From an optimization exercise on the open Yosys and OpenROAD flow, aimed at small area; shortcuts taken in it are not production practice.
At most, simulation tests tie the RTL to the original design; equivalence was not proved.
Only the layout flow was run in run 8; the RTL was not checked for function there.
Power is estimated from default activity; no workload was simulated.

## run.sh

```bash
#!/bin/bash
# synth_recipe.tcl (not shown) runs the flow's synth.tcl, then flattens the netlist and writes it again
# the make line also repeats each setting of config.mk as NAME=value (left out here)
make -C /OpenROAD-flow-scripts/flow DESIGN_CONFIG=/design/flow/config.mk WORK_HOME=/design/flow/orfs CLKGATE_MAP_FILE= SYNTH_SCRIPT=/design/flow/synth_recipe.tcl finish
```

## design.v

```verilog
module rf_ao22 (input a1, a2, b1, b2, output y);
    assign y = (a1 & a2) | (b1 & b2);
endmodule
module rf_aoi222 (input a1, a2, b1, b2, c1, c2, output y);
    assign y = ~((a1 & a2) | (b1 & b2) | (c1 & c2));
endmodule
module rf_and3 (input a, b, c, output y);
    assign y = a & b & c;
endmodule
module rf_last (input a, b, c, d1, d2, e1, e2, output y);
    assign y = ~(a & b & c & ~((d1 & d2) | (e1 & e2)));
endmodule
module REG_32 (
    input clk,
    input rst,
    input read_en,
    input write_en,
    input [3:0] addr,
    input [31:0] write_data,
    output reg [31:0] read_data
);
    reg  [511:0] mem;
    wire [511:0] mem_nxt;
    wire [15:0] dec  = 16'd1 << addr;
    wire        wr   = write_en & ~read_en & ~rst;
    wire        rd   = read_en & ~rst;
    wire [15:0] we   = dec & {16{wr}};
    wire [15:0] we_n = ~we;
    wire [15:0] sel  = dec & {16{rd}};
    wire        hold = ~read_en & ~rst;
    wire [31:0] nxt;
    genvar r, b, g;
    generate
        for (r = 0; r < 16; r = r + 1) begin : row
            for (b = 0; b < 32; b = b + 1) begin : col
                rf_ao22 u_cell (
                    .a1(we[r]),   .a2(write_data[b]),
                    .b1(we_n[r]), .b2(mem[32*r + b]),
                    .y(mem_nxt[32*r + b])
                );
            end
        end
        for (b = 0; b < 32; b = b + 1) begin : rd_mux
            wire [4:0] n;
            wire       t;
            for (g = 0; g < 5; g = g + 1) begin : grp
                rf_aoi222 u (
                    .a1(sel[3*g]),     .a2(mem[32*(3*g) + b]),
                    .b1(sel[3*g + 1]), .b2(mem[32*(3*g + 1) + b]),
                    .c1(sel[3*g + 2]), .c2(mem[32*(3*g + 2) + b]),
                    .y(n[g])
                );
            end
            rf_and3 u_and (.a(n[0]), .b(n[1]), .c(n[2]), .y(t));
            rf_last u_last (
                .a(n[3]), .b(n[4]), .c(t),
                .d1(sel[15]), .d2(mem[32*15 + b]),
                .e1(hold),    .e2(read_data[b]),
                .y(nxt[b])
            );
        end
    endgenerate
    always @(posedge clk) begin
        mem       <= mem_nxt;
        read_data <= nxt;
    end
endmodule
```

## constraint.sdc

```tcl
create_clock -name core_clock -period 4.0 [get_ports {clk}]
set_input_delay 0.8000 -clock core_clock [delete_from_list [all_inputs] [get_ports {clk}]]
set_output_delay 0.8000 -clock core_clock [all_outputs]
set_load 0.01 [all_outputs]
```

## config.mk

```make
export PLATFORM = sky130hd
export DESIGN_NAME = REG_32
export DESIGN_NICKNAME = REG_32
export VERILOG_FILES = /design/flow/design.v
export SDC_FILE = /design/flow/constraint.sdc
export NUM_CORES = 4
export LEC_CHECK = 0
export CAP_MARGIN = 20
export CORE_MARGIN = 2
export CORE_UTILIZATION = 65
export CTS_BUF_LIST = sky130_fd_sc_hd__clkbuf_8
export CTS_CLUSTER_DIAMETER = 50
export CTS_CLUSTER_SIZE = 16
export SLEW_MARGIN = 20
export SYNTH_HIERARCHICAL = 1
```

==> impl_metrics.tcl, run 1 <==
set metrics [dict create \
    status "finished clean" \
    grt_pass1_wl_um 89600 \
    fp.coreArea_mm2 0.0271 \
    seq_area_mm2 0.0109 \
    period_share_pct 73.9 \
    max_cap_viol_count 0 \
    synthAdderAreaFrac_pct 0 \
    drive_gt1_share_pct 10.3 \
    slew_violations 0 \
    drtIter0Drc 2726 \
    areaGrowthSynthToFinish_pct 14.3 \
    initial_core_util_pct 66.6 \
    clock-sinks 544 \
    setup_viol 0 \
    grt_max_degree 33 \
    rrSetupSlack_ns 2.80 \
    crit_fanout 32 \
    synth.avg_cell_area_um2 13.0 \
    power.density_mw_per_mm2 517 \
    cts.path.max_buffers 3 \
    cts.clk_slew.worst_paths_ns 0.10 \
    die_y_um 171 \
    synth-xor-area-share_pct 0 \
    holdBufCountCts 0 \
    vias 15338 \
    io_pins 72 \
    relSlewSlack_pct 19.0 \
    synth_top_area_share_pct 60.4 \
    dp_hpwl_um 30500 \
    ys_seq_area_share_pct 60.4 \
    cp.arrival_ns 3.49 \
    wl_per_cell_um 30.7 \
    post-route-util_pct 76.1 \
    multi_input_area_mm2 0.00722 \
    min_path_type "flip-flop to flip-flop" \
    ctsRootBufferMaster "clkbuf_8" \
    finalHoldViolations 0 \
    fillers 1865 \
    gp_congestion 0.805 \
    worstSetupStartpointType "input pin" \
    synth-simple-area-share_pct 4.33 \
    ys_types 26 \
    grt_pass1_vias 14761 \
    die_area_mm2 0.0291 \
    synth_nets 1430 \
    cts_tree "done" \
    min_period_ns 2.96 \
    cts-buffers-inserted 45 \
    max-vdd-ir-drop_mv 0.585 \
    synth_cells 1390 \
    p_leak_uw 0.00806 \
    post_cts_buffers 0 \
    die_x_um 171 \
    cp-end-kind "flip-flop" \
    rows 60 \
    grt.overflow.total 0 \
    routed_wl_um 59900 \
    tightest_slew_ns 1.22 \
    worst-setup-path-type "input pin to flip-flop" \
    vias_per_cell 7.86 \
    post_cts.resized_instances 0 \
    synth.ff_latch_count 544 \
    fin_setup_tns_ns 0 \
    cts_max_level 2 \
    antenna_found_initial 1 \
    clk_latency_ns 0.59 \
    clock.fmax_ghz 0.338 \
    fin_nets 1598 \
    grt_usage_pct 40.4 \
    skew_ns 0.0169 \
    rsz0062_at_grt "false" \
    netlist_area_mm2 0.0180 \
    synth-compound-area-share_pct 35.1 \
    muxShareOfSynthArea_pct 0 \
    synth_top_cell_by_area "dfxtp_1" \
    ys_warn_count 7 \
    drt-pass1-iter-count 8 \
    ys_top_cells_by_area "dfxtp_1 (60%), a22o_1 (25%), a222oi_1 (8.9%)" \
    port_buffers 71 \
    cp.required_ns 4.53 \
    synth_top_family_by_area "compound AO/OA/AOI/OAI gates" \
    drc 0 \
    ant_nets 0 \
]
-- metrics by stage --
stage,setup WS [ns],instance area [um2],hold slack [ns],cells,power [uW]
finish,1.04,20600,0.476,1951,10700
global route,1.04,20600,0.485,1950,11000
CTS,1.18,20600,0.478,1950,10600
detailed placement,0.547,19800,0.452,1883,7550
global placement,0.616,19800,0.451,1883,7490
floorplan,0.490,18000,0.438,1390,7160
-- per-layer routing --
metal	GRT usage (%)	up-vias	routed length [um]
li1	-	6422	-
met1	54.2	7558	23100
met2	62.9	1138	26500
met3	8.61	220	7390
met4	18.7	0	2870
met5	0	-	0
-- registers in the layout, summed over array words and instances (netlist names) --
register	cells
read_data	32
mem	512
-- per-module statistics from Yosys (local to each module, per instance) --
module     flip-flops and latches  copies in the design
rf_last                         0                    32
rf_ao22                         0                   512
rf_aoi222                       0                   160
rf_and3                         0                    32
REG_32                        544                     1
-- critical path, stage by stage --
cell and delay (ns):
clkdlybuf4s50_1 0.77, or4bb_2 0.75, nor2_2 0.15, buf_4 0.47, a222oi_1 0.19, and3_1 0.23
nand4_1 0.09
-- cell families after synthesis --
| logic type | after synthesis |
|---|---|
| AO/OA/AOI/OAI | 704 |
| buffers and inverters | 10 |
| AND/OR/NAND/NOR | 132 |
| flip-flops | 544 |
-- synth_stat cells --
library cell and number:
a222oi_1 160, nor2_1 24, or3_1 5, or4bb_2 2
nand3_1 7, nor3_1 9, clkbuf_1 8, buf_6 1
and3_1 34, nor2b_1 2, buf_1 1, nand2b_1 2
or4b_2 1, nand3b_1 2, or4b_4 1, and4bb_2 1
nor4b_1 1, or3_2 1, nand4_1 32, or2_2 3
nand2_1 3, a22o_1 512, nand4b_1 1, nand4bb_1 1
dfxtp_1 544, a22oi_1 32
-- placed cells by master, fill, tap and decap left out, types with 2 or more instances in the layout --
master           synthesis  final
nand3_1                  7      7
clkdlybuf4s50_1          0     71
or3_1                    5      5
nor2_2                   0     20
nand2_1                  3      3
or4bb_2                  2      2
or2_2                    3      3
a22oi_1                 32     32
nand4_1                 32     32
nor3_2                   0      8
dfxtp_1                544    544
clkbuf_8                 0     47
a222oi_1               160    160
nor2_4                   0      3
nor2b_1                  2      2
clkinv_4                 0      2
and3_1                  34     34
inv_1                    0      4
inv_6                    0      2
nand2b_1                 2      2
buf_4                    0     59
clkinv_2                 0      4
clkinvlp_4               0      2
nand3b_1                 2      2
a22o_1                 512    512
bufinv_16                0      4
-- worst paths after layout --
check / from / endpoint / cells past startpoint
worst max-delay path: addr[3] / read_data[8]$_DFF_P_ / 7
worst min-delay path: mem[87]$_DFF_P_ / mem[87]$_DFF_P_ / 1
worst max register to register: mem[14]$_DFF_P_ / read_data[14]$_DFF_P_ / 3
worst min register to register: mem[87]$_DFF_P_ / mem[87]$_DFF_P_ / 1
-- final cells by class --
class                      count  share of cell area, %
sequential                   544                   52.8
clock inverter                20                   1.13
multi-input combinational    836                   35.0
antenna                        1                 0.0121
tap                          372                   2.26
timing repair buffer         131                   5.69
clock buffer                  47                   3.14
-- where the power goes --
part	internal, uW	switching (uW)	leakage [uW]
logic	559	360	0.00311
registers	6150	403	0.00448
clock network	1380	1810	0.000462
==> inputs of run 2 (changes only) <==
--- a/config.mk
+++ b/config.mk
@@ -10,5 +10,5 @@
 export CORE_UTILIZATION = 65
-export CTS_BUF_LIST = sky130_fd_sc_hd__clkbuf_8
-export CTS_CLUSTER_DIAMETER = 50
-export CTS_CLUSTER_SIZE = 16
+export CTS_BUF_LIST = sky130_fd_sc_hd__clkbuf_16
+export CTS_CLUSTER_DIAMETER = 60
+export CTS_CLUSTER_SIZE = 30
 export SLEW_MARGIN = 20
==> impl_metrics.tcl, run 2 <==
set metrics [dict create \
    status "finished clean" \
    grt.overflow.total 0 \
    slowest_delay_ns 0.77 \
    drt-pass1-iter-count 7 \
    synth.avg_cell_area_um2 13.0 \
    routed_wl_um 59500 \
    slew_violations 0 \
    die_y_um 171 \
    synth_edf_count 0 \
    drc 0 \
    crit_fanout 32 \
    ctsRootBufferMaster "clkbuf_16" \
    cts_tree "done" \
    ys_top_cells_by_area "dfxtp_1 (60%), a22o_1 (25%), a222oi_1 (8.9%)" \
    synth.most_common_cell "dfxtp_1" \
    cp-end-kind "flip-flop" \
    die_x_um 171 \
    io_pins 72 \
    fin_setup_tns_ns 0 \
    ys.flop_type "dfxtp_1" \
    muxShareOfSynthArea_pct 0 \
    finalHoldViolations 0 \
    cp.required_ns 4.53 \
    rows 60 \
    cts_max_level 1 \
    ys_seq_area_share_pct 60.4 \
    netlist_area_mm2 0.0180 \
    setup_viol 0 \
    multi_input_area_mm2 0.00722 \
    dp_hpwl_um 30500 \
    grt_pass1_wl_um 88900 \
    grt_pass1_vias 14626 \
    cp.arrival_ns 3.47 \
    clk_latency_ns 0.61 \
    largest_register_ffs 512 \
    ant_nets 0 \
    max_cap_viol_count 0 \
    skew_ns 0.0220 \
    synth_top_family_by_area "compound AO/OA/AOI/OAI gates" \
    drtIter0Drc 2538 \
    reg_top3 "mem: 512 flops, read_data: 32 flops" \
    worst-setup-path-type "input pin to flip-flop" \
    clock-sinks 544 \
    crit_slowest_cell "clkdlybuf4s50_1" \
    port_buffers 71 \
    synth-simple-area-share_pct 4.33 \
    drive_gt1_share_pct 9.94 \
    grt_usage_pct 40.0 \
    clock.fmax_ghz 0.340 \
    relSlewSlack_pct 20.4 \
    min_period_ns 2.94 \
    worstSetupStartpointType "input pin" \
    die_area_mm2 0.0291 \
    synth_top_area_share_pct 60.4 \
    cts-buffers-inserted 31 \
    post_cts.resized_instances 0 \
    cts.path.max_buffers 3 \
    gp_congestion 0.805 \
    ys_warn_count 7 \
    max-vdd-ir-drop_mv 0.403 \
    rsz0062_at_grt "false" \
    cp_cell_sequence "clkdlybuf4s50_1, or4bb_2, nor2_2, buf_4, a222oi_1, and3_1, nand4_1" \
    grt_max_degree 33 \
    ys_types 26 \
    synth_top_cell_by_area "dfxtp_1" \
    antenna_found_initial 1 \
    synth_common_cells "dfxtp_1 (544), a22o_1 (512), a222oi_1 (160)" \
    min_path_type "flip-flop to flip-flop" \
    post_cts_buffers 0 \
    power.density_mw_per_mm2 536 \
    tightest_slew_ns 1.19 \
    p_leak_uw 0.00816 \
    synth-compound-area-share_pct 35.1 \
    seq_area_mm2 0.0109 \
    holdBufCountCts 0 \
    vias_per_cell 7.89 \
    fillers 1808 \
    synth.ff_latch_count 544 \
    rrSetupSlack_ns 2.81 \
    vias 15332 \
    final_common_cell "dfxtp_1" \
    top_register "mem" \
    initial_core_util_pct 66.6 \
    synth-xor-area-share_pct 0 \
    synthArstFlopShare_pct 0 \
    whs_ns 0.477 \
    areaGrowthSynthToFinish_pct 16.0 \
    period_share_pct 73.5 \
    fin_nets 1584 \
    fp.coreArea_mm2 0.0271 \
    synth_cells 1390 \
    layout_common_cells "dfxtp_1 (544), a22o_1 (512), a222oi_1 (160)" \
    wl_per_cell_um 30.6 \
    cts.clk_slew.worst_paths_ns 0.09 \
    synth_nets 1430 \
    synthAdderAreaFrac_pct 0 \
]
## run 2: path summary, 6_finish.rpt
path	end	from	depth (start not counted)
setup / recovery	read_data[18]$_DFF_P_	addr[3]	7
hold / removal	mem[342]$_DFF_P_	mem[342]$_DFF_P_	1
setup reg to reg	read_data[12]$_DFF_P_	mem[12]$_DFF_P_	3
hold reg to reg	mem[342]$_DFF_P_	mem[342]$_DFF_P_	1
## run 2: critical path, delay by kind of cell
family	cells	cell delay, ns
compound gates	1	0.21
buf+inv	2	1.25
simple gates	4	1.21
## run 2: per-module statistics from Yosys (local to each module, per instance)
| module | cell area (um2) | times used | cells inside |
|---|---|---|---|
| rf_ao22 | 8.76 | 512 | 1 |
| rf_last | 13.8 | 32 | 2 |
| REG_32 | 11300 | 1 | 622 |
| rf_aoi222 | 10.0 | 160 | 1 |
| rf_and3 | 6.26 | 32 | 1 |
## run 2: where the power goes
part	internal, uW	switching, uW	leakage (uW)	total (uW)
sequential	6150	407	0.00448	6550
clock	1650	2090	0.000569	3740
combinational	559	359	0.00311	918
total	8360	2860	0.00816	11200
## run 2: cell families after synthesis
kind of cell    after synthesis
buf+inv                      10
flops                       544
compound gates              704
simple gates                132
## run 2: routing by layer
metal / vias to the layer above / track usage (%) / routed length (um)
met3: 198 / 6.69 / 6780
li1: 6411 / - / -
met2: 1109 / 62.2 / 26400
met1: 7614 / 55.1 / 23400
met4: 0 / 18.0 / 2780
met5: - / 0 / 0
## run 2: stage by stage
stage	std cells	instance area [um2]	total power [uW]	util, %	setup slack, ns
finish	1942	20900	11200	77.2	1.06
global route	1941	20900	11600	77.2	1.03
CTS	1941	20900	11200	77.2	1.18
detailed placement	1883	19800	7550	72.9	0.547
global placement	1883	19800	7490	72.9	0.616
floorplan	1390	18000	7160	-	0.490
## run 2: final cells by class
type | instances | share of cell area [%]
clock inverters | 27 | 1.92
flip-flops and latches | 544 | 52.0
well taps | 372 | 2.22
clock buffers | 31 | 3.71
multi-input cells | 836 | 34.5
repair buffers | 131 | 5.61
diodes | 1 | 0.0120
==> inputs of run 3 (changes only) <==
==> flow/run.sh (new file) <==
#!/bin/bash
# Standard layout, with two changes to how it is made:
#  - each port gets a buf_1 as its port buffer (buffer_ports picks a
#    clkdlybuf4s50_1 otherwise);
#  - clock tree: clkbuf_8 sink clusters, no dummy loads.
set -euo pipefail
export BUFFER_PORTS_ARGS="-buffer_cell sky130_fd_sc_hd__buf_1"
export CTS_ARGS="-sink_clustering_enable -repair_clock_nets -dont_use_dummy_load -buf_list sky130_fd_sc_hd__clkbuf_8 -sink_clustering_size 16 -sink_clustering_max_diameter 50"
bash standard.sh > standard_flow.log 2>&1
==> standard.sh (new file) <==
#!/bin/bash
# synth_recipe.tcl (not shown) runs the flow's synth.tcl, then flattens the netlist and writes it again
# the make line also repeats each setting of config.mk as NAME=value (left out here)
make -C /OpenROAD-flow-scripts/flow DESIGN_CONFIG=/design/flow/config.mk WORK_HOME=/design/flow/orfs CLKGATE_MAP_FILE= SYNTH_SCRIPT=/design/flow/synth_recipe.tcl "${@:-finish}"
==> config.mk (replaced) <==
export PLATFORM = sky130hd
export DESIGN_NAME = REG_32
export DESIGN_NICKNAME = REG_32
export VERILOG_FILES = /design/flow/design.v
export SDC_FILE = /design/flow/constraint.sdc
export NUM_CORES = 4
export LEC_CHECK = 0
export CAP_MARGIN = 0
export CORE_MARGIN = 2
export CORE_UTILIZATION = 65
export SLEW_MARGIN = 0
export SYNTH_HIERARCHICAL = 1
removed: run.sh
==> impl_metrics.tcl, run 3 <==
set metrics [dict create \
    dp_hpwl_um 33300 \
    fillers 1939 \
    ys_types 26 \
    min_period_ns 2.70 \
    die_y_um 171 \
    cts_tree "done" \
    p_leak_uw 0.00775 \
    cts.clk_slew.worst_paths_ns 0.09 \
    post_cts.resized_instances 0 \
    multi_input_area_mm2 0.00728 \
    tightest_slew_ns 1.18 \
    fin_nets 1599 \
    crit_fanout 32 \
    post_cts_buffers 0 \
    grt.overflow.total 0 \
    initial_core_util_pct 66.6 \
    drtIter0Drc 2421 \
    placed_cell_area_mm2 0.0194 \
    drt-pass1-iter-count 10 \
    skew_ns 0.0346 \
    wl_per_cell_um 29.6 \
    ys_seq_area_share_pct 60.4 \
    grt_use_met3_pct 6.57 \
    antenna_found_initial 0 \
    r2r-start "mem[16]$_DFF_P_" \
    slew_violations 0 \
    synth_cells 1390 \
    grt_max_degree 33 \
    cts-buffers-inserted 42 \
    areaGrowthSynthToFinish_pct 10.9 \
    finalNonFillerCells 1929 \
    rrSetupSlack_ns 2.49 \
    rows 60 \
    netlist_area_mm2 0.0180 \
    finalHoldViolations 0 \
    fin_setup_tns_ns 0 \
    rsz0062_at_grt "false" \
    synth_edf_count 0 \
    grt_usage_pct 38.5 \
    reg_top3 "mem: 512 flops, read_data: 32 flops" \
    ant_nets 0 \
    synth_top_area_share_pct 60.4 \
    cp.required_ns 4.52 \
    synth.most_common_cell "dfxtp_1" \
    reg2reg_depth 3 \
    crit_slowest_cell "nor2_4" \
    ys_top_cells_by_area "dfxtp_1 (60%), a22o_1 (25%), a222oi_1 (8.9%)" \
    synth_nets 1430 \
    synth.ff_latch_count 544 \
    worstReg2RegEnd "read_data[16]$_DFF_P_" \
    cts_max_level 2 \
    crit_start "addr[3]" \
    antenna_cells 0 \
    status "finished clean" \
    crit_buf_inv 2 \
    max_cap_viol_count 0 \
    vias_per_cell 7.89 \
    routed_wl_um 57100 \
    cp.depth 6 \
    ctsRootBufferMaster "clkbuf_8" \
    placed_cells 1887 \
    critPathTopFamily "simple AND/OR/NAND/NOR gates" \
    period_share_pct 67.5 \
    synth.avg_cell_area_um2 13.0 \
    fp.coreArea_mm2 0.0271 \
    worstSetupStartpointType "input pin" \
    seq_area_mm2 0.0109 \
    ys_warn_count 7 \
    stdcell_area_mm2 0.0200 \
    cts.path.max_buffers 3 \
    layout_common_cells "dfxtp_1 (544), a22o_1 (512), a222oi_1 (160)" \
    synth_common_cells "dfxtp_1 (544), a22o_1 (512), a222oi_1 (160)" \
    gr-max-usage-layer "met2" \
    holdBufCountCts 0 \
    cp-end-kind "flip-flop" \
    worst-setup-path-type "input pin to flip-flop" \
    port_buffers 71 \
    final_common_cell "dfxtp_1" \
    vias 15222 \
    gp_congestion 0.845 \
    use_met2_pct 61.3 \
    hold_depth 1 \
    largest_register_ffs 512 \
    grt_use_met1_pct 51.0 \
    drive_gt1_share_pct 9.38 \
    cp.arrival_ns 3.22 \
    clk_latency_ns 0.58 \
    power.density_mw_per_mm2 500 \
    die_x_um 171 \
    slowest_delay_ns 1.02 \
    die_area_mm2 0.0291 \
    max-vdd-ir-drop_mv 0.394 \
    clock.fmax_ghz 0.370 \
    grt_pass1_wl_um 86400 \
    cp_cell_sequence "buf_1, buf_4, nand4b_1, nor2_4, a222oi_1, nand4_1" \
    top_register "mem" \
    clock-sinks 544 \
    min_path_type "flip-flop to flip-flop" \
    setup_viol 0 \
    synth_top_cell_by_area "dfxtp_1" \
    relSlewSlack_pct 21.3 \
    io_pins 72 \
    synthArstFlopShare_pct 0 \
    ys.flop_type "dfxtp_1" \
    critPathCapture "read_data[12]$_DFF_P_" \
    drc 0 \
    grt_pass1_vias 14394 \
]
[run 3: cell counts after synthesis]
Identical to the previous run, type by type.
[run 3: per-layer routing]
layer / vias up / routed length [um] / part of all wire (%)
li1: 6413 / - / -
met5: - / 0 / 0
met2: 1096 / 25900 / 45
met4: 0 / 2710 / 4.7
met3: 180 / 6220 / 11
met1: 7533 / 22200 / 39
[run 3: worst min-delay path by stage]
stage	start	end	slack (ns)
2_1_floorplan	mem[0]$_DFF_P_	mem[0]$_DFF_P_	0.44
3_3_place_gp	mem[409]$_DFF_P_	mem[409]$_DFF_P_	0.45
3_5_place_dp	mem[456]$_DFF_P_	mem[456]$_DFF_P_	0.45
4_1_cts	mem[412]$_DFF_P_	mem[412]$_DFF_P_	0.48
5_1_grt	mem[408]$_DFF_P_	mem[408]$_DFF_P_	0.48
6_report	mem[361]$_DFF_P_	mem[361]$_DFF_P_	0.47
[run 3: per-stage QoR]
step           power [uW]  util, %  hold WS (ns)  setup slack (ns)
2_1_floorplan        7160        -         0.438             0.490
3_3_place_gp         7440     71.7         0.450             0.888
3_5_place_dp         7490     71.7         0.452             0.847
4_1_cts              9990     73.8         0.476              1.45
5_1_grt             10400     73.8         0.482              1.31
6_report            10000     73.8         0.474              1.30
[run 3: area by class of cell]
class                   instances  share of cell area (%)
flip-flops and latches        544                    54.4
multi-input cells             836                    36.4
repair buffers                135                    3.98
clock buffers                  42                    2.89
well taps                     372                    2.33
[run 3: report_power, final]
part | internal [uW] | switching [uW]
combinational | 505 | 358
clock | 945 | 1640
sequential | 6150 | 402
[run 3: cells by family after synthesis]
kind of cell | share of synthesized area [%]
buf+inv | 0.250
simple gates | 4.33
compound gates | 35.1
flops | 60.4
[run 3: per-module statistics from Yosys, one instance, submodules excluded]
module     times used  cells inside
REG_32              1           622
rf_and3            32             1
rf_ao22           512             1
rf_aoi222         160             1
rf_last            32             2
==> inputs of run 4 (changes only) <==
--- a/config.mk
+++ b/config.mk
@@ -7,6 +7,6 @@
 export LEC_CHECK = 0
-export CAP_MARGIN = 0
+export CAP_MARGIN = 20
 export CORE_MARGIN = 2
 export CORE_UTILIZATION = 65
-export SLEW_MARGIN = 0
+export SLEW_MARGIN = 20
 export SYNTH_HIERARCHICAL = 1
==> impl_metrics.tcl, run 4 <==
set metrics [dict create \
    skew_ns 0.0346 \
    synth_common_cells "dfxtp_1 (544), a22o_1 (512), a222oi_1 (160)" \
    wl_per_cell_um 29.6 \
    fin_nets 1599 \
    ctsRootBufferMaster "clkbuf_8" \
    areaGrowthSynthToFinish_pct 10.9 \
    crit_fanout 32 \
    critPathTopFamily "simple AND/OR/NAND/NOR gates" \
    ys.flop_type "dfxtp_1" \
    antenna_found_initial 0 \
    synth.ff_latch_count 544 \
    placed_cells 1887 \
    vias_per_cell 7.89 \
    max_cap_viol_count 0 \
    clk_latency_ns 0.58 \
    grt.overflow.total 0 \
    dp_hpwl_um 33300 \
    synth_top_cell_by_area "dfxtp_1" \
    cts_max_level 2 \
    r2r-start "mem[16]$_DFF_P_" \
    ys_top_cells_by_area "dfxtp_1 (60%), a22o_1 (25%), a222oi_1 (8.9%)" \
    p_leak_uw 0.00775 \
    gp_congestion 0.845 \
    die_area_mm2 0.0291 \
    clock-sinks 544 \
    hold_end "mem[361]$_DFF_P_" \
    tightest_slew_ns 1.18 \
    top_register "mem" \
    finalNonFillerCells 1929 \
    period_share_pct 67.5 \
    setup_viol 0 \
    synth_top_area_share_pct 60.4 \
    whs_ns 0.474 \
    port_buffers 71 \
    rsz0062_at_grt "false" \
    grt_pass1_vias 14394 \
    reg_top3 "mem: 512 flops, read_data: 32 flops" \
    final_common_cell "dfxtp_1" \
    grt_pass1_wl_um 86400 \
    layout_common_cells "dfxtp_1 (544), a22o_1 (512), a222oi_1 (160)" \
    cts_tree "done" \
    min_from "mem[361]$_DFF_P_" \
    status "finished clean" \
    drc 0 \
    total_power_uw 10000 \
    cp_cell_sequence "buf_1, buf_4, nand4b_1, nor2_4, a222oi_1, nand4_1" \
    slew_violations 0 \
    ys_warn_count 7 \
    finalHoldViolations 0 \
    post_cts.resized_instances 0 \
    netlist_area_mm2 0.0180 \
    slowest_delay_ns 1.02 \
    cts.path.max_buffers 3 \
    synth_cells 1390 \
    drt-pass1-iter-count 10 \
    reg2reg_depth 3 \
    ys_types 26 \
    ant_nets 0 \
    synth.most_common_cell "dfxtp_1" \
    fp.coreArea_mm2 0.0271 \
    crit_buf_inv 2 \
    placed_cell_area_mm2 0.0194 \
    worstSetupStartpointType "input pin" \
    ys_seq_area_share_pct 60.4 \
    relSlewSlack_pct 21.3 \
    io_pins 72 \
    post_cts_buffers 0 \
    synth.avg_cell_area_um2 13.0 \
    largest_register_ffs 512 \
    cp.arrival_ns 3.22 \
    synth_edf_count 0 \
    drtIter0Drc 2421 \
    cts-buffers-inserted 42 \
    hold_depth 1 \
    grt_usage_pct 38.5 \
    routed_wl_um 57100 \
    rows 60 \
    cp.required_ns 4.52 \
    crit_slowest_cell "nor2_4" \
    rrSetupSlack_ns 2.49 \
    cp-end-kind "flip-flop" \
    synthArstFlopShare_pct 0 \
    min_period_ns 2.70 \
    worstReg2RegEnd "read_data[16]$_DFF_P_" \
    max-vdd-ir-drop_mv 0.394 \
    fin_setup_tns_ns 0 \
    stdcell_area_mm2 0.0200 \
    min_path_type "flip-flop to flip-flop" \
    die_x_um 171 \
    die_y_um 171 \
    antenna_cells 0 \
    clock.fmax_ghz 0.370 \
    cts.clk_slew.worst_paths_ns 0.09 \
    power.density_mw_per_mm2 500 \
    synth_nets 1430 \
    holdBufCountCts 0 \
    drive_gt1_share_pct 9.38 \
    vias 15222 \
    initial_core_util_pct 66.6 \
    grt_max_degree 33 \
    worst-setup-path-type "input pin to flip-flop" \
]
-- run 4: cell counts after synthesis --
Identical to the previous run, type by type.
-- run 4: how the worst max path moves through the flow --
stage | start | to | slack (ns) | cells past startpoint
2_1_floorplan | read_en | mem[0]$_DFF_P_ | 0.49 | 4
6_report | addr[3] | read_data[12]$_DFF_P_ | 1.30 | 6
3_3_place_gp | addr[1] | read_data[31]$_DFF_P_ | 0.89 | 7
3_5_place_dp | addr[1] | read_data[18]$_DFF_P_ | 0.85 | 7
4_1_cts | addr[1] | read_data[18]$_DFF_P_ | 1.45 | 7
5_1_grt | read_en | read_data[18]$_DFF_P_ | 1.31 | 7
-- run 4: area by class of cell --
class	instances	area (um2)
Clock buffer	42	578
Fill cell	1939	7090
Multi-Input combinational cell	836	7280
Sequential cell	544	10900
Tap cell	372	465
Timing Repair Buffer	135	797
-- run 4: kinds of logic after synthesis --
logic type,count (synthesis),synth area share (%)
buffers and inverters,10,0.250
DFF,544,60.4
and+or+nand+nor,132,4.33
AOI/OAI and AO/OA,704,35.1
-- run 4: per-module statistics from Yosys (local to each module, per instance) --
module     area (um2)  flops+latches  cells inside  times used
rf_last          13.8              0             2          32
REG_32          11300            544           622           1
rf_aoi222        10.0              0             1         160
rf_and3          6.26              0             1          32
rf_ao22          8.76              0             1         512
-- run 4: through the flow --
step	utilization, %	setup WS, ns
after floorplan	-	0.490
after global placement	71.7	0.888
after detailed placement	71.7	0.847
after CTS	73.8	1.45
after global routing	73.8	1.31
final	73.8	1.30
-- run 4: routing by layer --
layer	wire length, um	part of all wire [%]	up-vias	track usage, %
met5	0	0	-	0
met4	2710	4.7	0	18.8
met3	6220	11	180	6.57
met2	25900	45	1096	61.3
met1	22200	39	7533	51.0
li1	-	-	6413	-
-- run 4: power breakdown --
part | internal (uW) | switching (uW) | total (uW)
combinational | 505 | 358 | 863
sequential | 6150 | 402 | 6550
clock | 945 | 1640 | 2590
total | 7600 | 2400 | 10000
==> inputs of run 5 (changes only) <==
==> flow/run.sh (replaced) <==
#!/bin/bash
# Standard layout, with two changes to how it is made:
#  - each port gets a buf_1 as its port buffer (buffer_ports picks a
#    clkdlybuf4s50_1 otherwise);
#  - clock tree: clkbuf_4 sink clusters, no dummy loads.
set -euo pipefail
export BUFFER_PORTS_ARGS="-buffer_cell sky130_fd_sc_hd__buf_1"
export CTS_ARGS="-sink_clustering_enable -repair_clock_nets -dont_use_dummy_load -buf_list sky130_fd_sc_hd__clkbuf_4 -sink_clustering_size 10 -sink_clustering_max_diameter 40"
bash standard.sh > standard_flow.log 2>&1
--- a/config.mk
+++ b/config.mk
@@ -9,3 +9,3 @@
 export CORE_MARGIN = 2
-export CORE_UTILIZATION = 65
+export CORE_UTILIZATION = 75
 export SLEW_MARGIN = 20
==> impl_metrics.tcl, run 5 <==
set metrics [dict create \
    ys_warn_count 7 \
    cts.clk_slew.worst_paths_ns 0.11 \
    fp.coreArea_mm2 0.0235 \
    fillers 1431 \
    whs_ns 0.466 \
    ant_nets 0 \
    slew_violations 0 \
    clock.fmax_ghz 0.399 \
    cp.arrival_ns 3.16 \
    netlist_area_mm2 0.0180 \
    cts.path.max_buffers 3 \
    post_cts_buffers 0 \
    cts-buffers-inserted 61 \
    ys.flop_type "dfxtp_1" \
    port_buffers 71 \
    vias 15770 \
    ys_top_cells_by_area "dfxtp_1 (60%), a22o_1 (25%), a222oi_1 (8.9%)" \
    reg_top3 "mem: 512 flops, read_data: 32 flops" \
    cts_max_level 2 \
    synth_common_cells "dfxtp_1 (544), a22o_1 (512), a222oi_1 (160)" \
    total_power_uw 9790 \
    synthArstFlopShare_pct 0 \
    pwr-share-seq_pct 67.1 \
    vias_per_cell 8.34 \
    ys_types 26 \
    cts_tree "done" \
    synth.avg_cell_area_um2 13.0 \
    die_y_um 159 \
    fin_setup_tns_ns 0 \
    drc 0 \
    grt_usage_pct 45.1 \
    io_pins 72 \
    setup_ws_ns 1.49 \
    holdBufCountCts 0 \
    ctsRootBufferMaster "clkbuf_4" \
    synth.ff_latch_count 544 \
    grt_pass1_wl_um 89900 \
    antenna_found_initial 1 \
    clkPwrFrac_pct 24.0 \
    p_leak_uw 0.00772 \
    synth_top_cell_by_area "dfxtp_1" \
    areaGrowthSynthToFinish_pct 9.61 \
    setup_viol 0 \
    crit_fanout 21 \
    die_area_mm2 0.0253 \
    min_path_type "flip-flop to flip-flop" \
    die_x_um 159 \
    dp_hpwl_um 31800 \
    cp.required_ns 4.65 \
    top_register "mem" \
    largest_register_ffs 512 \
    tightest_slew_ns 1.21 \
    worstSetupStartpointType "input pin" \
    comb_power_share_pct 9.0 \
    post_cts.resized_instances 0 \
    drive_gt1_share_pct 10.2 \
    period_share_pct 62.7 \
    worst-setup-path-type "input pin to flip-flop" \
    ys_seq_area_share_pct 60.4 \
    synth_cells 1390 \
    switchingPower_uw 2440 \
    max-vdd-ir-drop_mv 0.342 \
    clock-sinks 544 \
    layout_common_cells "dfxtp_1 (544), a22o_1 (512), a222oi_1 (160)" \
    p_int_uw 7350 \
    drt-pass1-iter-count 14 \
    pre_cts_ws_ns 0.727 \
    min_period_ns 2.51 \
    relSlewSlack_pct 19.4 \
    rows 56 \
    synth_nets 1430 \
    drtIter0Drc 3039 \
    synth.most_common_cell "dfxtp_1" \
    p_sw_share_pct 24.9 \
    initial_core_util_pct 76.6 \
    synth_edf_count 0 \
    grt_pass1_vias 15674 \
    clk_latency_ns 0.76 \
    final_common_cell "dfxtp_1" \
    status "finished clean" \
    max_cap_viol_count 0 \
    power.density_mw_per_mm2 495 \
    finalHoldViolations 0 \
    grt_max_degree 33 \
    wl_per_cell_um 31.5 \
    placed_cell_area_mm2 0.0193 \
    grt.overflow.total 0 \
    cp-end-kind "flip-flop" \
    stdcell_area_mm2 0.0198 \
    skew_ns 0.0388 \
    rsz0062_at_grt "false" \
    synth_top_area_share_pct 60.4 \
    gp_congestion 0.912 \
    fin_nets 1613 \
    routed_wl_um 59600 \
]
[run 5: critical path, cell delays in order]
cell and delay (ns):
buf_1 0.19, nand4bb_1 0.70, or3_1 0.85, buf_4 0.36, a22o_1 0.24
[run 5: stage by stage]
step	util, %	instances
after floorplan	-	1390
after CTS	83.9	1889
final	84.0	1891
after global routing	84.0	1891
after detailed placement	81.9	1828
after global placement	81.9	1828
[run 5: path summary, 6_finish.rpt]
check              startpoint              endpoint  slack (ns)  cells past startpoint
max                       rst      mem[119]$_DFF_P_        1.49                      5
min          mem[424]$_DFF_P_  read_data[8]$_DFF_P_        0.47                      2
max reg2reg   mem[98]$_DFF_P_  read_data[2]$_DFF_P_        2.79                      3
min reg2reg  mem[424]$_DFF_P_  read_data[8]$_DFF_P_        0.47                      2
[run 5: cell type report]
| class | count | area, um2 | share of cell area [%] |
|---|---|---|---|
| flip-flops and latches | 544 | 10900 | 55.1 |
| diodes | 1 | 2.50 | 0.0127 |
| repair buffers | 130 | 792 | 4.00 |
| well taps | 319 | 399 | 2.02 |
| clock buffers | 61 | 458 | 2.32 |
| multi-input cells | 836 | 7240 | 36.6 |
[run 5: logic make-up after synthesis]
group / after synthesis / synth area share [%]
AOI/OAI and AO/OA: 704 / 35.1
buffers and inverters: 10 / 0.250
DFF: 544 / 60.4
and+or+nand+nor: 132 / 4.33
[run 5: modules after synthesis, one instance, submodules excluded]
module / cell area [um2] / copies in the design / cells inside
rf_and3: 6.26 / 32 / 1
rf_ao22: 8.76 / 512 / 1
REG_32: 11300 / 1 / 622
rf_last: 13.8 / 32 / 2
rf_aoi222: 10.0 / 160 / 1
[run 5: power groups by stage]
stage / combinational (uW) / clock (uW) / sequential (uW)
detailed placement: 857 / 0 / 6650
global route: 946 / 2520 / 6630
CTS: 859 / 2330 / 6540
global placement: 802 / 0 / 6630
finish: 878 / 2350 / 6560
floorplan: 608 / 0 / 6550
[run 5: routing by layer]
metal | up-vias | part of all wire [%] | wire, um | GRT usage [%]
met5 | - | 0 | 0 | 0
met4 | 0 | 6.1 | 3620 | 26.9
met3 | 319 | 15 | 8660 | 11.1
met2 | 1490 | 44 | 26400 | 69.3
met1 | 7506 | 35 | 21000 | 58.1
li1 | 6455 | - | - | -
==> inputs of run 6 (changes only) <==
--- a/config.mk
+++ b/config.mk
@@ -9,3 +9,3 @@
 export CORE_MARGIN = 2
-export CORE_UTILIZATION = 75
+export CORE_UTILIZATION = 80
 export SLEW_MARGIN = 20
==> impl_metrics.tcl, run 6 <==
set metrics [dict create \
    rows 54 \
    clock.fmax_ghz 0.348 \
    clock-sinks 544 \
    port_buffers 71 \
    routed_wl_um 60500 \
    grt_usage_pct 49.3 \
    synth_edf_count 0 \
    post_cts_buffers 0 \
    clk_latency_ns 0.79 \
    synth.ff_latch_count 544 \
    ctsRootBufferMaster "clkbuf_4" \
    synth.most_common_cell "dfxtp_1" \
    io_pins 72 \
    die_y_um 154 \
    final_common_cell "dfxtp_1" \
    pwr-share-seq_pct 67.1 \
    fin_nets 1614 \
    cts-buffers-inserted 61 \
    ys_top_cells_by_area "dfxtp_1 (60%), a22o_1 (25%), a222oi_1 (8.9%)" \
    placed_cell_area_mm2 0.0192 \
    setup_viol 0 \
    crit_buf_inv 2 \
    cp-end-kind "flip-flop" \
    ys_seq_area_share_pct 60.4 \
    cts_max_level 2 \
    worstSetupStartpointType "input pin" \
    min_from "mem[376]$_DFF_P_" \
    p_sw_share_pct 25.3 \
    crit_slowest_cell "nor2_2" \
    skew_ns 0.0705 \
    cts_tree "done" \
    power.density_mw_per_mm2 499 \
    synth_cells 1390 \
    placed_cells 1791 \
    post_cts.resized_instances 0 \
    finalNonFillerCells 1854 \
    min_period_ns 2.87 \
    ys_types 26 \
    layout_common_cells "dfxtp_1 (544), a22o_1 (512), a222oi_1 (160)" \
    clkPwrFrac_pct 23.9 \
    wl_per_cell_um 32.6 \
    crit_fanout 17 \
    holdBufCountCts 0 \
    r2r-start "mem[111]$_DFF_P_" \
    synth_common_cells "dfxtp_1 (544), a22o_1 (512), a222oi_1 (160)" \
    drive_gt1_share_pct 10.2 \
    switchingPower_uw 2490 \
    cts.path.max_buffers 3 \
    slew_violations 0 \
    cp.arrival_ns 3.54 \
    relSlewSlack_pct 14.1 \
    fin_setup_tns_ns 0 \
    ant_nets 0 \
    top_register "mem" \
    dp_hpwl_um 34300 \
    cts.clk_slew.worst_paths_ns 0.10 \
    synthArstFlopShare_pct 0 \
    synth.avg_cell_area_um2 13.0 \
    die_area_mm2 0.0238 \
    slowest_delay_ns 1.08 \
    largest_register_ffs 512 \
    p_int_uw 7350 \
    max-vdd-ir-drop_mv 0.437 \
    min_path_type "flip-flop to flip-flop" \
    initial_core_util_pct 82.2 \
    gp_congestion 0.931 \
    rsz0062_at_grt "false" \
    synth_nets 1430 \
    fp.coreArea_mm2 0.0220 \
    worst-setup-path-type "input pin to flip-flop" \
    status "finished clean" \
    stdcell_area_mm2 0.0197 \
    die_x_um 154 \
    drc 0 \
    crit_start "addr[3]" \
    cp.required_ns 4.67 \
    netlist_area_mm2 0.0180 \
    drt-pass1-iter-count 10 \
    max_cap_viol_count 0 \
    synth_top_area_share_pct 60.4 \
    p_leak_uw 0.00772 \
    period_share_pct 71.8 \
    ys_warn_count 7 \
    grt.overflow.total 0 \
    tightest_slew_ns 1.29 \
    vias 16138 \
    reg_top3 "mem: 512 flops, read_data: 32 flops" \
    critPathTopFamily "simple AND/OR/NAND/NOR gates" \
    grt_pass1_wl_um 91100 \
    comb_power_share_pct 9.1 \
    synth_top_cell_by_area "dfxtp_1" \
    finalHoldViolations 0 \
    antenna_found_initial 2 \
    vias_per_cell 8.70 \
    areaGrowthSynthToFinish_pct 9.22 \
    grt_pass1_vias 15964 \
    cp_cell_sequence "buf_1, nand4b_1, nor2_2, buf_4, a222oi_1, nand4_1" \
    drtIter0Drc 3267 \
    ys.flop_type "dfxtp_1" \
    grt_max_degree 33 \
]
## run 6: cell types whose count changed in the layout (fill, tap and decap cells not counted), sizes merged
cell and delta:
buf +1, diode +1
## run 6: final cells by class
cell class / count / area (um2)
well taps: 280 / 350
diodes: 2 / 5.00
fillers: 956 / 2250
flip-flops and latches: 544 / 10900
clock buffers: 61 / 458
multi-input cells: 836 / 7210
repair buffers: 131 / 792
## run 6: modules after synthesis, one instance, submodules excluded
module	cells	copies in the design	area [um2]
rf_ao22	1	512	8.76
rf_aoi222	1	160	10.0
REG_32	622	1	11300
rf_last	2	32	13.8
rf_and3	1	32	6.26
## run 6: final timing paths
| kind | cells after the start | end | slack, ns |
|---|---|---|---|
| worst max-delay path | 6 | read_data[19]$_DFF_P_ | 1.13 |
| worst min-delay path | 1 | mem[376]$_DFF_P_ | 0.47 |
| worst max register to register | 3 | read_data[15]$_DFF_P_ | 2.64 |
| worst min register to register | 1 | mem[376]$_DFF_P_ | 0.47 |
## run 6: power by group through the flow
stage,combinational (uW),sequential (uW),clock (uW)
2_1_floorplan,608,6550,0
3_3_place_gp,796,6640,0
3_5_place_dp,865,6670,0
4_1_cts,870,6570,2310
5_1_grt,952,6650,2490
6_report,890,6600,2350
## run 6: metal layers
metal / part of all wire, % / GRT usage [%] / routed length (um) / vias to the layer above
met5: 0 / 0.621 / 0 / -
met4: 8.1 / 35.5 / 4880 / 0
met3: 15 / 14.2 / 9050 / 459
met2: 44 / 75.4 / 26300 / 1661
met1: 33 / 60.2 / 20200 / 7571
li1: - / - / - / 6447
## run 6: metrics by stage
step	power, uW	worst slack (ns)	hold slack [ns]	util (%)
finish	9840	1.13	0.473	89.7
global route	10100	1.22	0.491	89.7
CTS	9750	1.37	0.469	89.7
detailed placement	7540	0.640	0.451	87.6
global placement	7430	0.836	0.450	87.6
floorplan	7160	0.490	0.438	-
## run 6: cells by family after synthesis
family / after synthesis / synth area share (%)
AO/OA/AOI/OAI: 704 / 35.1
AND/OR/NAND/NOR: 132 / 4.33
flip-flops: 544 / 60.4
buffers and inverters: 10 / 0.250
==> inputs of run 7 (changes only) <==
--- a/design.v
+++ b/design.v
@@ -12,2 +12,8 @@
 endmodule
+module rf_nor2 (input a, b, output y);
+    assign y = ~(a | b);
+endmodule
+module rf_nand2 (input a, b, output y);
+    assign y = ~(a & b);
+endmodule
 module REG_32 (
@@ -23,11 +29,25 @@
     wire [511:0] mem_nxt;
-    wire [15:0] dec  = 16'd1 << addr;
     wire        wr   = write_en & ~read_en & ~rst;
     wire        rd   = read_en & ~rst;
-    wire [15:0] we   = dec & {16{wr}};
-    wire [15:0] we_n = ~we;
-    wire [15:0] sel  = dec & {16{rd}};
     wire        hold = ~read_en & ~rst;
+    wire [3:0] lo   = 4'd1 << addr[1:0];
+    wire [3:0] hi   = 4'd1 << addr[3:2];
+    wire [3:0] lo_n = ~lo;
+    wire [3:0] hw   = hi & {4{wr}};
+    wire [3:0] hw_n = ~hw;
+    wire [3:0] hr_n = ~(hi & {4{rd}});
+    wire [15:0] we [0:1];
+    wire [15:0] we_n [0:1];
+    wire [15:0] sel [0:1];
+    genvar r, b, g, h;
+    generate
+        for (h = 0; h < 2; h = h + 1) begin : half
+            for (r = 0; r < 16; r = r + 1) begin : dec
+                rf_nor2  u_we   (.a(lo_n[r % 4]), .b(hw_n[r / 4]), .y(we[h][r]));
+                rf_nand2 u_we_n (.a(lo[r % 4]),   .b(hw[r / 4]),   .y(we_n[h][r]));
+                rf_nor2  u_sel  (.a(lo_n[r % 4]), .b(hr_n[r / 4]), .y(sel[h][r]));
+            end
+        end
+    endgenerate
     wire [31:0] nxt;
-    genvar r, b, g;
     generate
@@ -36,4 +56,4 @@
                 rf_ao22 u_cell (
-                    .a1(we[r]),   .a2(write_data[b]),
-                    .b1(we_n[r]), .b2(mem[32*r + b]),
+                    .a1(we[b/16][r]),   .a2(write_data[b]),
+                    .b1(we_n[b/16][r]), .b2(mem[32*r + b]),
                     .y(mem_nxt[32*r + b])
@@ -47,5 +67,5 @@
                 rf_aoi222 u (
-                    .a1(sel[3*g]),     .a2(mem[32*(3*g) + b]),
-                    .b1(sel[3*g + 1]), .b2(mem[32*(3*g + 1) + b]),
-                    .c1(sel[3*g + 2]), .c2(mem[32*(3*g + 2) + b]),
+                    .a1(sel[b/16][3*g]),     .a2(mem[32*(3*g) + b]),
+                    .b1(sel[b/16][3*g + 1]), .b2(mem[32*(3*g + 1) + b]),
+                    .c1(sel[b/16][3*g + 2]), .c2(mem[32*(3*g + 2) + b]),
                     .y(n[g])
@@ -56,3 +76,3 @@
                 .a(n[3]), .b(n[4]), .c(t),
-                .d1(sel[15]), .d2(mem[32*15 + b]),
+                .d1(sel[b/16][15]), .d2(mem[32*15 + b]),
                 .e1(hold),    .e2(read_data[b]),
==> impl_metrics.tcl, run 7 <==
set metrics [dict create \
    clk_latency_ns 0.77 \
    clock.fmax_ghz 0.369 \
    relSlewSlack_pct 17.2 \
    synth.ff_latch_count 544 \
    cts.path.max_buffers 3 \
    synth_edf_count 0 \
    min_period_ns 2.71 \
    post_cts.resized_instances 0 \
    netlist_area_mm2 0.0181 \
    status "finished clean" \
    ant_nets 0 \
    slew_violations 0 \
    drt-pass1-iter-count 11 \
    cp.required_ns 4.70 \
    ctsRootBufferMaster "clkbuf_4" \
    drc 0 \
    min_path_type "flip-flop to flip-flop" \
    crit_slowest_cell "nor2_1" \
    cts_tree "done" \
    io_pins 72 \
    seq_area_mm2 0.0109 \
    areaGrowthSynthToFinish_pct 8.35 \
    max-vdd-ir-drop_mv 0.362 \
    synthArstFlopShare_pct 0 \
    grt_max_degree 33 \
    synth_cells 1434 \
    post_cts_buffers 0 \
    wl_per_cell_um 29.0 \
    drive_gt1_share_pct 7.78 \
    grt_pass1_wl_um 84900 \
    ys.flop_type "dfxtp_1" \
    die_area_mm2 0.0239 \
    rows 55 \
    synth.avg_cell_area_um2 12.6 \
    dp_hpwl_um 35200 \
    grt.overflow.total 0 \
    initial_core_util_pct 80.8 \
    fp.coreArea_mm2 0.0224 \
    die_y_um 155 \
    synth_nets 1474 \
    setup_ws_ns 1.29 \
    holdBufCountCts 0 \
    fillers 1137 \
    vias_per_cell 8.25 \
    final_common_cell "dfxtp_1" \
    power.density_mw_per_mm2 502 \
    period_share_pct 67.7 \
    synth.most_common_cell "dfxtp_1" \
    vias 15733 \
    p_leak_uw 0.00774 \
    synth-xor-area-share_pct 0 \
    worstSetupStartpointType "input pin" \
    cts-buffers-inserted 61 \
    cts.clk_slew.worst_paths_ns 0.10 \
    multi_input_area_mm2 0.00723 \
    port_buffers 71 \
    worst-setup-path-type "input pin to flip-flop" \
    synth_top_area_share_pct 60.1 \
    setup_viol 0 \
    drtIter0Drc 3100 \
    rsz0062_at_grt "false" \
    finalHoldViolations 0 \
    post-route-util_pct 87.5 \
    cp.arrival_ns 3.40 \
    die_x_um 155 \
    total_power_uw 9850 \
    ys_types 16 \
    ys_seq_area_share_pct 60.1 \
    fin_setup_tns_ns 0 \
    routed_wl_um 55300 \
    clock-sinks 544 \
    tightest_slew_ns 1.24 \
    gp_congestion 0.976 \
    cp_cell_sequence "buf_1, nor2b_2, nand2_1, nor2_1, a222oi_1, and3_1, nand4_1" \
    synth_common_cells "dfxtp_1 (544), a22o_1 (512), a222oi_1 (160)" \
    synth_top_cell_by_area "dfxtp_1" \
    antenna_found_initial 2 \
    grt_usage_pct 44.7 \
    synthAdderAreaFrac_pct 0 \
    pre_cts_ws_ns 0.706 \
    crit_fanout 16 \
    slowest_delay_ns 1.00 \
    ys_top_cells_by_area "dfxtp_1 (60%), a22o_1 (25%), a222oi_1 (8.8%)" \
    cp-end-kind "flip-flop" \
    largest_register_ffs 512 \
    synth-simple-area-share_pct 4.90 \
    fin_nets 1662 \
    cts_max_level 2 \
    muxShareOfSynthArea_pct 0 \
    synth-compound-area-share_pct 34.9 \
    synth_top_family_by_area "compound AO/OA/AOI/OAI gates" \
    skew_ns 0.0330 \
    ys_warn_count 7 \
    max_cap_viol_count 0 \
    top_register "mem" \
    reg_top3 "mem: 512 flops, read_data: 32 flops" \
    layout_common_cells "dfxtp_1 (544), a22o_1 (512), a222oi_1 (160)" \
    grt_pass1_vias 14874 \
]
-- run 7: cell types whose count changed in the layout (fill, tap and decap cells not counted), sizes merged, moves of 5 or more --
| cell | delta |
|---|---|
| buf | -6 |
| nand2 | +36 |
| nand3 | -5 |
| nor2 | +42 |
| nor3 | -9 |
| or3 | -6 |
-- run 7: area by class of cell --
type	instances	share of cell area [%]
inverters	4	0.0765
diodes	1	0.0127
clock buffers	61	2.33
well taps	285	1.82
repair buffers	125	3.44
flip-flops and latches	544	55.5
multi-input cells	886	36.8
-- run 7: per-stage QoR --
stage                     instance area (um2)  hold WS (ns)  cells
after global routing                    19600         0.491   1906
after detailed placement                19100         0.453   1841
after CTS                               19600         0.479   1902
after global placement                  19100         0.450   1840
after floorplan                         18100         0.438   1434
final                                   19600         0.482   1906
-- run 7: path summary, 6_finish.rpt --
kind                                       start                    end  slack [ns]  cells after the start
worst max register to register  mem[125]$_DFF_P_  read_data[29]$_DFF_P_        2.48                      3
worst min-delay path             mem[64]$_DFF_P_        mem[64]$_DFF_P_        0.48                      1
worst max-delay path                     read_en   read_data[4]$_DFF_P_        1.29                      7
worst min register to register   mem[64]$_DFF_P_        mem[64]$_DFF_P_        0.48                      1
-- run 7: critical path: cells and delay by family --
kind            cells  cell delay [ns]
simple gates        5             2.17
buf+inv             1             0.18
compound gates      1             0.24
-- run 7: kinds of logic (layout without fill, tap and decap cells) --
| family | count (synthesis) | after routing |
|---|---|---|
| AO/OA/AOI/OAI | 704 | 704 |
| flip-flops | 544 | 544 |
| AND/OR/NAND/NOR | 182 | 182 |
| buffers and inverters | 4 | 190 |
| other | 0 | 1 |
-- run 7: report_power, final --
group	internal, uW	switching, uW
registers	6150	467
logic	503	401
clock network	696	1640
total	7350	2500
-- run 7: layer usage --
| metal | wire, um | vias up | track usage [%] |
|---|---|---|---|
| li1 | - | 6559 | - |
| met1 | 20900 | 7539 | 66.3 |
| met2 | 23400 | 1485 | 64.3 |
| met3 | 9770 | 150 | 13.3 |
| met4 | 1250 | 0 | 11.9 |
| met5 | 0 | - | 0 |
-- run 7: modules after synthesis (local to each module, per instance) --
module / flip-flops and latches / times used / cells
rf_nor2: 0 / 64 / 1
REG_32: 544 / 1 / 570
rf_nand2: 0 / 32 / 1
rf_aoi222: 0 / 160 / 1
rf_ao22: 0 / 512 / 1
rf_last: 0 / 32 / 2
rf_and3: 0 / 32 / 1
==> inputs of run 8 (changes only) <==
==> design.v (replaced) <==
module rf_aoi222 (input a1, a2, b1, b2, c1, c2, output y);
    assign y = ~((a1 & a2) | (b1 & b2) | (c1 & c2));
endmodule
module rf_last (input a, b, c, d1, d2, e1, e2, output y);
    assign y = ~(a & b & c & ~((d1 & d2) | (e1 & e2)));
endmodule
module rf_and3 (input a, b, c, output y);
    assign y = a & b & c;
endmodule
module REG_32 (
    input clk,
    input rst,
    input read_en,
    input write_en,
    input [3:0] addr,
    input [31:0] write_data,
    output reg [31:0] read_data
);
    reg [31:0] data [0:15];
    wire [15:0] dec = 16'd1 << addr;
    wire [15:0] we  = dec & {16{write_en & ~read_en & ~rst}};
    wire [15:0] sel = dec & {16{read_en & ~rst}};
    wire        hold = ~read_en & ~rst;
    integer i;
    always @(posedge clk) begin
        for (i = 0; i < 16; i = i + 1)
            if (we[i]) data[i] <= write_data;
    end
    wire [31:0] nxt;
    genvar b, g;
    generate
        for (b = 0; b < 32; b = b + 1) begin : bit_mux
            wire [4:0] n;
            wire       t;
            for (g = 0; g < 5; g = g + 1) begin : grp
                rf_aoi222 u (
                    .a1(sel[3*g]),     .a2(data[3*g][b]),
                    .b1(sel[3*g + 1]), .b2(data[3*g + 1][b]),
                    .c1(sel[3*g + 2]), .c2(data[3*g + 2][b]),
                    .y(n[g])
                );
            end
            rf_and3 u_and (.a(n[0]), .b(n[1]), .c(n[2]), .y(t));
            rf_last u_last (
                .a(n[3]), .b(n[4]), .c(t),
                .d1(sel[15]), .d2(data[15][b]),
                .e1(hold),    .e2(read_data[b]),
                .y(nxt[b])
            );
        end
    endgenerate
    always @(posedge clk) read_data <= nxt;
endmodule
==> run.sh (new file) <==
#!/bin/bash
# synth_recipe.tcl (not shown) runs the flow's synth.tcl, then flattens the netlist and writes it again
# the make line also repeats each setting of config.mk as NAME=value (left out here)
make -C /OpenROAD-flow-scripts/flow DESIGN_CONFIG=/design/flow/config.mk WORK_HOME=/design/flow/orfs CLKGATE_MAP_FILE= SYNTH_SCRIPT=/design/flow/synth_recipe.tcl finish
--- a/config.mk
+++ b/config.mk
@@ -9,3 +9,3 @@
 export CORE_MARGIN = 2
-export CORE_UTILIZATION = 80
+export CORE_UTILIZATION = 50
 export SLEW_MARGIN = 20
removed: flow/run.sh
removed: standard.sh
==> impl_metrics.tcl, run 8 <==
set metrics [dict create \
    antenna_found_initial 1 \
    ys_top_cells_by_area "edfxtp_1 (83%), a222oi_1 (8.6%), dfxtp_1 (3.5%)" \
    drt-pass1-iter-count 6 \
    fillers 2655 \
    post_cts_buffers 0 \
    hold_depth 2 \
    vias_per_cell 6.59 \
    synth.avg_cell_area_um2 21.8 \
    min_from "data[13][17]$_DFFE_PP_" \
    port_buffers 71 \
    grt_usage_pct 23.6 \
    wl_per_cell_um 29.4 \
    crit_slowest_cell "nor2_4" \
    ant_nets 0 \
    dp_hpwl_um 23800 \
    setup_viol 0 \
    stdcell_area_mm2 0.0223 \
    relSlewSlack_pct 20.6 \
    fp.coreArea_mm2 0.0366 \
    cts.path.max_buffers 3 \
    clk_latency_ns 0.59 \
    synth.ff_latch_count 544 \
    rsz0062_at_grt "false" \
    synth_common_cells "edfxtp_1 (512), a222oi_1 (160)" \
    fin_nets 1060 \
    reg2reg_depth 3 \
    rows 70 \
    worst-setup-path-type "input pin to flip-flop" \
    top_register "data" \
    min_period_ns 2.98 \
    rrSetupSlack_ns 2.77 \
    initial_core_util_pct 50.7 \
    status "finished clean" \
    holdBufCountCts 0 \
    cp.arrival_ns 3.51 \
    synthArstFlopShare_pct 0 \
    cp_cell_sequence "clkdlybuf4s50_1, or2_2, nor2_4, buf_4, a222oi_1, and3_1, nand4_1" \
    io_pins 72 \
    ctsRootBufferMaster "clkbuf_16" \
    reg_top3 "data: 512 flops, read_data: 32 flops" \
    skew_ns 0.0200 \
    post_cts.resized_instances 0 \
    antenna_cells 0 \
    gp_congestion 0.751 \
    r2r-start "data[6][5]$_DFFE_PP_" \
    worstSetupStartpointType "input pin" \
    fin_setup_tns_ns 0 \
    die_area_mm2 0.0386 \
    drtIter0Drc 1331 \
    drive_gt1_share_pct 14.6 \
    p_leak_uw 0.00679 \
    clock.fmax_ghz 0.335 \
    setup_ws_ns 1.02 \
    layout_common_cells "edfxtp_1 (512), a222oi_1 (160), clkdlybuf4s50_1 (71)" \
    min_path_type "flip-flop to flip-flop" \
    slew_violations 0 \
    worstReg2RegEnd "read_data[5]$_DFF_P_" \
    ys_types 20 \
    cts-buffers-inserted 53 \
    grt.overflow.total 0 \
    max_cap_viol_count 0 \
    cts.clk_slew.worst_paths_ns 0.06 \
    placed_cell_area_mm2 0.0206 \
    grt_pass1_wl_um 65900 \
    cts_max_level 2 \
    routed_wl_um 45000 \
    ys_seq_area_share_pct 86.4 \
    period_share_pct 74.5 \
    die_x_um 197 \
    die_y_um 197 \
    cp-end-kind "flip-flop" \
    max-vdd-ir-drop_mv 0.406 \
    synth_edf_count 512 \
    grt_max_degree 33 \
    tightest_slew_ns 1.19 \
    pre_cts_ws_ns 0.408 \
    grt_pass1_vias 10125 \
    crit_fanout 24 \
    cp.required_ns 4.53 \
    slowest_delay_ns 0.79 \
    synth_top_area_share_pct 82.9 \
    ys_warn_count 9 \
    drc 0 \
    cts_tree "done" \
    final_common_cell "edfxtp_1" \
    synth_top_cell_by_area "edfxtp_1" \
    largest_register_ffs 512 \
    vias 10104 \
    synth.most_common_cell "edfxtp_1" \
    synth_nets 891 \
    hold_end "read_data[17]$_DFF_P_" \
    areaGrowthSynthToFinish_pct 20.1 \
    power.density_mw_per_mm2 506 \
    synth_cells 851 \
    finalHoldViolations 0 \
    ys.flop_type "edfxtp_1" \
    clock-sinks 544 \
    netlist_area_mm2 0.0185 \
]
## run 8: changes by cell type after synthesis, sizes merged, moves of 3 or more
cell,delta
nor3,+10
dfxtp,-512
a22o,-512
nand4bb,+3
and2,-3
inv,-3
nor2b,-3
nand2,-38
nor2,-43
edfxtp,+512
## run 8: critical path, delay by kind of cell
kind | cells | cell delay, ns
simple gates | 4 | 1.62
buf+inv | 2 | 0.95
compound gates | 1 | 0.11
## run 8: worst max-delay path by stage
stage	from	endpoint	slack, ns	depth (start not counted)
finish	addr[0]	read_data[29]$_DFF_P_	1.02	7
global route	addr[0]	read_data[29]$_DFF_P_	0.96	7
CTS	addr[3]	read_data[1]$_DFF_P_	1.01	6
detailed placement	addr[3]	read_data[1]$_DFF_P_	0.41	6
global placement	addr[3]	read_data[1]$_DFF_P_	0.44	6
floorplan	addr[0]	data[10][0]$_DFFE_PP_	-0.002	3
## run 8: metrics by stage
step	cells	hold slack (ns)	util, %	power (uW)
6_report	1533	0.468	60.8	11300
3_3_place_gp	1425	0.454	55.8	6770
5_1_grt	1533	0.501	60.8	11600
4_1_cts	1529	0.474	60.6	11300
3_5_place_dp	1429	0.461	56.1	6780
2_1_floorplan	851	0.443	-	6530
## run 8: power breakdown
part           total [uW]  switching [uW]  internal, uW  leakage, uW
Clock                4610            2010          2600     0.000798
Sequential           6320            30.4          6290      0.00487
Combinational         341             200           141      0.00113
Total               11300            2240          9030      0.00679
## run 8: routing by layer
layer	vias to the layer above	wire [um]	GRT usage (%)
met5	-	11	0
met4	2	1050	7.16
met3	88	3260	3.63
met2	426	22500	40.4
met1	5285	18300	31.5
li1	4303	-	-
## run 8: modules after synthesis (local to each module, per instance)
| module | flops+latches | times used | area [um2] | cells inside |
|---|---|---|---|---|
| REG_32 | 544 | 1 | 16300 | 595 |
| rf_last | 0 | 32 | 13.8 | 2 |
| rf_aoi222 | 0 | 160 | 10.0 | 1 |
| rf_and3 | 0 | 32 | 6.26 | 1 |
## run 8: cell families (layout without fill, tap and decap cells)
| group | after synthesis | after routing | synth area share (%) |
|---|---|---|---|
| flops | 544 | 544 | 86.4 |
| compound gates | 192 | 192 | 9.93 |
| simple gates | 110 | 110 | 3.60 |
| buf+inv | 5 | 219 | 0.115 |
## run 8: area by class of cell
| class | count | area [um2] | area share (%) |
|---|---|---|---|
| clock buffers | 78 | 1460 | 6.56 |
| repair buffers | 118 | 1320 | 5.91 |
| flip-flops and latches | 544 | 16000 | 71.9 |
| multi-input cells | 302 | 2740 | 12.3 |
| inverters | 1 | 3.75 | 0.0169 |
| well taps | 468 | 586 | 2.63 |
| clock inverters | 22 | 155 | 0.697 |

## what the ideal ports hide
How much do the figures lean on ideal ports? The routed layouts below were timed once more, with nothing changed but the port constraints.
Step 1, drivers: a clkbuf_16 drives clk and a buf_2 each remaining input, both assumed.
Step 2 moves the port delays by t, midway between the first and last clock arrival at a register: inputs arrive t later, outputs are due t later. That takes back most of the time a late clock gives input paths.
Slacks: no drivers / after step 1 / after step 2; pairs: no drivers / after step 1.
run | shift t [ns] | setup WS [ns] | worst setup path at the end | slew at the worst register clock pin (ns) | pins driven straight from the clock port
run 1 | 0.638 | 1.044 / 1.059 / 0.421 | input to register | 0.10 / 0.10 | 1
run 2 | 0.651 | 1.059 / 1.076 / 0.424 | input to register | 0.10 / 0.10 | 1
run 3 | 0.620 | 1.300 / 1.312 / 0.692 | input to register | 0.10 / 0.10 | 1
run 4 | 0.620 | 1.300 / 1.312 / 0.692 | input to register | 0.10 / 0.10 | 1
run 5 | 0.791 | 1.491 / 1.515 / 0.724 | input to register | 0.12 / 0.12 | 1
run 6 | 0.800 | 1.126 / 1.151 / 0.351 | input to register | 0.11 / 0.11 | 1
run 7 | 0.795 | 1.293 / 1.313 / 0.518 | input to register | 0.11 / 0.11 | 1
run 8 | 0.631 | 1.018 / 1.025 / 0.394 | input to register | 0.06 / 0.06 | 1
After both steps setup and hold are still met in every run listed.
